Background: an optimization exercise with open tools, aiming at small area. Do not read the settings as production practice. In this exercise RTL edits were held to simulation tests only and were not proved equivalent to the original.

==> yarrow <==
==> flow/design.v <==
`timescale 1ns / 1ps
module crc (
    input wire [31:0]               crcIn,
    input wire [31:0]               data,
    output wire [31:0]              crcOut
);
    wire [31:0] u = crcIn ^ data;
    wire t32 = u[2] ^ u[7];
    wire t33 = u[0] ^ u[22];
    wire t34 = u[3] ^ u[5];
    wire t35 = u[4] ^ t33;
    wire t36 = u[1] ^ u[23];
    wire t37 = u[10] ^ u[26];
    wire t38 = u[11] ^ u[27];
    wire t39 = u[17] ^ u[24];
    wire t40 = u[6] ^ u[25];
    wire t41 = u[14] ^ u[30];
    wire t42 = u[12] ^ u[28];
    wire t43 = u[13] ^ u[29];
    wire t44 = u[19] ^ u[31];
    wire t45 = u[8] ^ u[20];
    wire t46 = u[9] ^ t40;
    wire t47 = u[18] ^ u[26];
    wire t48 = u[18] ^ u[25];
    wire t49 = u[6] ^ u[16];
    wire t50 = u[3] ^ u[21];
    wire t51 = u[8] ^ t34;
    wire t52 = u[9] ^ t32;
    wire t53 = u[15] ^ t41;
    wire t54 = t36 ^ t37;
    wire t55 = u[5] ^ u[12];
    wire t56 = t39 ^ t43;
    wire t57 = u[0] ^ t42;
    wire t58 = t32 ^ t45;
    wire t59 = u[4] ^ u[24];
    wire t60 = u[7] ^ t38;
    wire t61 = u[21] ^ t51;
    wire t62 = u[30] ^ t38;
    wire t63 = u[13] ^ t35;
    wire t64 = u[19] ^ u[22];
    wire t65 = t48 ^ t53;
    wire t66 = u[23] ^ t49;
    wire t67 = u[2] ^ u[29];
    wire t68 = u[30] ^ t47;
    wire t69 = u[16] ^ t43;
    wire t70 = u[27] ^ t44;
    wire t71 = u[15] ^ u[28];
    wire t72 = t39 ^ t61;
    wire t73 = u[31] ^ t33;
    wire t74 = u[1] ^ u[11];
    wire t75 = u[15] ^ u[17];
    wire t76 = t52 ^ t66;
    wire t77 = t40 ^ t44;
    wire t78 = t41 ^ t70;
    wire t79 = u[24] ^ t50;
    wire t80 = u[20] ^ t57;
    wire t81 = u[2] ^ t35;
    wire t82 = u[14] ^ t52;
    wire t83 = u[14] ^ u[23];
    wire t84 = t55 ^ t58;
    wire t85 = u[20] ^ t59;
    wire t86 = t46 ^ t54;
    wire t87 = u[7] ^ t65;
    wire t88 = t35 ^ t49;
    wire t89 = t50 ^ t56;
    wire t90 = u[31] ^ t79;
    wire t91 = t37 ^ t48;
    wire t92 = t46 ^ t57;
    wire t93 = u[13] ^ t60;
    wire t94 = u[16] ^ u[25];
    wire t95 = t39 ^ t67;
    wire t96 = t32 ^ t77;
    wire t97 = t69 ^ t80;
    wire t98 = u[10] ^ t51;
    wire t99 = t71 ^ t76;
    wire t100 = u[27] ^ t64;
    wire t101 = u[7] ^ u[29];
    assign crcOut[0] = u[3] ^ u[26] ^ t36 ^ t58 ^ t88;
    assign crcOut[1] = u[4] ^ u[27] ^ t36 ^ t52 ^ t72;
    assign crcOut[2] = u[18] ^ u[24] ^ u[28] ^ t46 ^ t81 ^ t98;
    assign crcOut[3] = u[4] ^ u[11] ^ u[19] ^ t34 ^ t86 ^ t101;
    assign crcOut[4] = u[6] ^ t37 ^ t59 ^ t62 ^ t84;
    assign crcOut[5] = u[31] ^ t61 ^ t92 ^ t93;
    assign crcOut[6] = u[2] ^ u[3] ^ u[9] ^ u[10] ^ t83 ^ t97;
    assign crcOut[7] = u[4] ^ u[10] ^ t53 ^ t74 ^ t89;
    assign crcOut[8] = u[11] ^ u[16] ^ u[31] ^ t55 ^ t65 ^ t81;
    assign crcOut[9] = t44 ^ t63 ^ t75 ^ t84;
    assign crcOut[10] = u[5] ^ u[21] ^ t47 ^ t63 ^ t82;
    assign crcOut[11] = u[6] ^ u[14] ^ u[15] ^ t36 ^ t98 ^ t100;
    assign crcOut[12] = u[11] ^ t85 ^ t99;
    assign crcOut[13] = u[0] ^ u[10] ^ u[12] ^ t72 ^ t94 ^ t101;
    assign crcOut[14] = u[8] ^ u[17] ^ t46 ^ t63 ^ t68 ^ t74;
    assign crcOut[15] = u[18] ^ t54 ^ t55 ^ t70 ^ t82;
    assign crcOut[16] = u[16] ^ t54 ^ t59 ^ t64 ^ t71 ^ t93;
    assign crcOut[17] = u[5] ^ t38 ^ t42 ^ t45 ^ t83 ^ t94 ^ t95;
    assign crcOut[18] = u[15] ^ t68 ^ t89 ^ t92;
    assign crcOut[19] = u[1] ^ u[7] ^ t35 ^ t69 ^ t78 ^ t91;
    assign crcOut[20] = u[17] ^ u[28] ^ t34 ^ t44 ^ t53 ^ t60 ^ t88;
    assign crcOut[21] = t34 ^ t42 ^ t47 ^ t67 ^ t73 ^ t75;
    assign crcOut[22] = t43 ^ t58 ^ t68 ^ t100;
    assign crcOut[23] = u[0] ^ u[9] ^ u[23] ^ u[28] ^ t45 ^ t50 ^ t78;
    assign crcOut[24] = u[8] ^ u[29] ^ t37 ^ t90 ^ t99;
    assign crcOut[25] = u[20] ^ t62 ^ t86 ^ t95;
    assign crcOut[26] = t32 ^ t42 ^ t62 ^ t90 ^ t91;
    assign crcOut[27] = t36 ^ t38 ^ t96 ^ t97;
    assign crcOut[28] = u[21] ^ t35 ^ t41 ^ t42 ^ t56 ^ t66;
    assign crcOut[29] = u[5] ^ t36 ^ t56 ^ t73 ^ t87;
    assign crcOut[30] = u[3] ^ u[22] ^ t44 ^ t85 ^ t87;
    assign crcOut[31] = u[1] ^ u[15] ^ u[21] ^ t33 ^ t34 ^ t96;
endmodule
`timescale 1ns / 1ps
module PCIE_TX_ARB (
    input   wire                clk,
    input   wire                rst_n,
    input   wire    [3:0]       in_valid,
    output  wire    [3:0]       in_ready,
    input   wire    [127:0]     in_data,
    output  wire                out_valid,
    input   wire                out_ready,
    output  wire    [31:0]      out_data,
    output  wire    [31:0]      out_crc
);
    reg             valid;
    reg     [1:0]   lru;
    reg             dir;
    reg     [3:0]   cand;        
    reg     [31:0]  data;
    wire            load = ~valid | out_ready;
    wire            any  = |cand;
    wire    [3:0]   grant = cand & {4{load}};
    reg     [4:0]   wptr [0:3];
    reg     [4:0]   rptr [0:3];
    wire    [3:0]   full, wen, ne_n;
    genvar q, k;
    generate
        for (q = 0; q < 4; q = q + 1) begin : g_ptr
            wire [4:0] x  = wptr[q] ^ rptr[q];
            wire [4:0] r1 = rptr[q] + 5'd1;
            wire       ne   = |x;
            wire       one  = (wptr[q] == r1);
            assign full[q] = x[4] & ~|x[3:0];
            assign wen[q]  = in_valid[q] & ~full[q];
            assign ne_n[q] = wen[q] | (ne & ~(grant[q] & one));
            always @(posedge clk) begin
                if (!rst_n) begin
                    wptr[q] <= 5'd0;
                    rptr[q] <= 5'd0;
                end else begin
                    wptr[q] <= wptr[q] + {4'd0, wen[q]};
                    rptr[q] <= rptr[q] + {4'd0, grant[q]};
                end
            end
        end
    endgenerate
    assign in_ready = ~full;
    wire    [1:0]   g = {cand[3] | cand[2], cand[3] | cand[1]};
    wire    [1:0]   lru_g = dir ? {lru[0], 1'b0} - g : g;
    wire    [1:0]   lru_n = (load & any) ? lru_g : lru;
    wire            dir_n = load ? ~dir : dir;
    wire    [1:0]   s1 = dir_n ? lru_n - 2'd1 : lru_n + 2'd1;
    wire    [1:0]   s2 = lru_n + 2'd2;
    wire    [1:0]   s3 = dir_n ? lru_n + 2'd1 : lru_n - 2'd1;
    reg     [1:0]   gi;
    always @(*) begin
        if (ne_n[s1])      gi = s1;
        else if (ne_n[s2]) gi = s2;
        else if (ne_n[s3]) gi = s3;
        else               gi = lru_n;
    end
    wire            any_n = |ne_n;
    wire    [3:0]   cand_n = {4{any_n}} & (4'b0001 << gi);
    always @(posedge clk) begin
        if (!rst_n) begin
            valid <= 1'b0;
            lru   <= 2'd0;
            dir   <= 1'b0;
            cand  <= 4'd0;
        end else begin
            if (load)
                valid <= any;
            lru   <= lru_n;
            dir   <= dir_n;
            cand  <= cand_n;
        end
    end
    reg     [3:0]   rd_prev;
    always @(posedge clk)
        rd_prev <= grant & {4{rst_n}};
    wire    [31:0]  rd_term [0:63];
    generate
        for (q = 0; q < 4; q = q + 1) begin : g_q
            wire [31:0] wd = in_data[q*32 +: 32];
            wire [15:0] rdec;
            wire [15:0] wdec;
            for (k = 0; k < 16; k = k + 1) begin : g_dec
                assign rdec[k] = (rptr[q][3:0] == k);
                assign wdec[k] = (wptr[q][3:0] == k);
            end
            for (k = 0; k < 16; k = k + 1) begin : g_e
                wire we  = wen[q] & rst_n & wdec[k];
                wire hd  = ~(rd_prev[q] & rdec[(k+1)%16]) & rst_n;
                wire sel = cand[q] & rdec[k];
                reg  [31:0] m;
                always @(posedge clk)
                    m <= (m & {32{hd}}) | (wd & {32{we}});
                assign rd_term[q*16+k] = m & {32{sel}};
            end
        end
    endgenerate
    reg     [31:0]  rd_word;
    integer j;
    always @(*) begin
        rd_word = 32'd0;
        for (j = 0; j < 64; j = j + 1)
            rd_word = rd_word | rd_term[j];
    end
    always @(posedge clk)
        if (load & any)
            data <= rd_word;
    assign out_valid = valid;
    assign out_data  = data;
    reg     [31:0]  crc_q;
    wire    [31:0]  crc_next;
    crc u_crc (
        .crcIn  (crc_q),
        .data   (data),
        .crcOut (crc_next)
    );
    always @(posedge clk) begin
        if (!rst_n)
            crc_q <= 32'hFFFF_FFFF;
        else if (valid & out_ready)
            crc_q <= crc_next;
    end
    assign out_crc = crc_q;
endmodule
==> flow/flow/run.sh <==
#!/bin/bash
# Layout flow: the standard ORFS flow with one change:
#  - clock tree synthesis runs without dummy loads, with clkbuf_8 buffers.
# Each tool's output goes to a log file in this folder.
set -o pipefail
cp standard.sh standard_sh_copy.txt
export CTS_ARGS="-sink_clustering_enable -repair_clock_nets -sink_clustering_size 14 -sink_clustering_max_diameter 50 -dont_use_dummy_load -buf_list sky130_fd_sc_hd__clkbuf_8"
bash standard.sh > standard_flow.log 2>&1
==> flow/standard.sh <==
#!/bin/bash
# synth_recipe.tcl (not shown) runs the flow's synth.tcl, then flattens the netlist and writes it again
# the make line also repeats each setting of config.mk as NAME=value (left out here)
make -C /OpenROAD-flow-scripts/flow DESIGN_CONFIG=/design/flow/config.mk WORK_HOME=/design/flow/orfs CLKGATE_MAP_FILE= SYNTH_SCRIPT=/design/flow/synth_recipe.tcl "${@:-finish}"
==> flow/config.mk <==
export PLATFORM = sky130hd
export DESIGN_NAME = PCIE_TX_ARB
export DESIGN_NICKNAME = PCIE_TX_ARB
export VERILOG_FILES = /design/flow/design.v
export SDC_FILE = /design/flow/constraint.sdc
export NUM_CORES = 4
export LEC_CHECK = 0
export CAP_MARGIN = 10
export CORE_MARGIN = 2
export CORE_UTILIZATION = 65
export CTS_CLUSTER_DIAMETER = 50
export CTS_CLUSTER_SIZE = 14
export SETUP_SLACK_MARGIN = 0.3
export SLEW_MARGIN = 10
==> flow/constraint.sdc <==
create_clock -name core_clock -period 5.0 [get_ports {clk}]
set_input_delay 1.0000 -clock core_clock [delete_from_list [all_inputs] [get_ports {clk}]]
set_output_delay 1.0000 -clock core_clock [all_outputs]
set_load 0.01 [all_outputs]
==> indigo: changes against yarrow <==
==> flow/run.sh (new file) <==
#!/bin/bash
# synth_recipe.tcl (not shown) runs the flow's synth.tcl, then flattens the netlist and writes it again
# the make line also repeats each setting of config.mk as NAME=value (left out here)
make -C /OpenROAD-flow-scripts/flow DESIGN_CONFIG=/design/flow/config.mk WORK_HOME=/design/flow/orfs CLKGATE_MAP_FILE= SYNTH_SCRIPT=/design/flow/synth_recipe.tcl finish
CAP_MARGIN = 0   (was 10)
CORE_UTILIZATION = 60   (was 65)
CTS_CLUSTER_DIAMETER = 60   (was 50)
CTS_CLUSTER_SIZE = 30   (was 14)
SETUP_SLACK_MARGIN = unset   (was 0.3)
SLEW_MARGIN = 0   (was 10)
removed: flow/flow/run.sh
removed: flow/standard.sh
==> flow_summary.ini <==
[pwr]
seq_power_share_pct = 39.4
swShare_pct = 35.81
power_w = 0.04736

[global_route]
grt_pass1_wl_um = 551200
grt_pass1_vias = 68495

[drt]
met1_length_um = 135300
drt_iter0_drc = 14828
num_vias = 74830

[critical_path]
cp_max_fo = 15

[floorplan]
core_area_sq_mm = 0.1338
die_h_um = 371.7

[finish]
final_cells = 8882

[outcome]
outcome = finished clean

[placement]
dp_cells = 8611

[sta]
whs_ns = 0.4795
(the above is from indigo)
==> flow_summary.ini <==
[floorplan]
core_area_sq_mm = 0.1238
die_h_um = 357.3

[pwr]
seq_power_share_pct = 42.3
swShare_pct = 37.31
power_w = 0.04409

[global_route]
grt_pass1_wl_um = 540900
grt_pass1_vias = 69275

[drt]
met1_length_um = 128600
drt_iter0_drc = 16145

[sta]
whs_ns = 0.4795

[outcome]
outcome = finished clean

[finish]
final_cells = 8675

[placement]
dp_cells = 8468

[critical_path]
cp_max_fo = 17
(the above is from yarrow)

## port drivers added, routing unchanged
The flow's constraints put no driver on any port. The routed layouts listed below were extracted and timed again, unchanged, in two steps. Step 1: set_driving_cell puts a clkbuf_16 on clk and a buf_2 on each other input, an assumption about the parent block. Step 2 adds t to the input delays and takes it off the output delays; t is the mean of the earliest and latest rising clock arrival at the registers after step 1. Input paths then give back, and output paths get back, about the clock's delay inside the block. a / b / c = ideal ports / drivers / drivers and shift; a / b = the first two.
run | t, ns | slack for setup (ns) | hold slack, ns | worst slew at a driven data input, ns | pins driven straight from the clock port
yarrow | 1.048 | 0.393 / 0.393 / 0.393 | 0.479 / 0.450 / 0.479 | 0.28 | 1
indigo | 0.931 | 0.181 / 0.181 / 0.181 | 0.479 / 0.479 / 0.479 | 0.26 | 1
After both steps setup and hold are still met in every run listed.
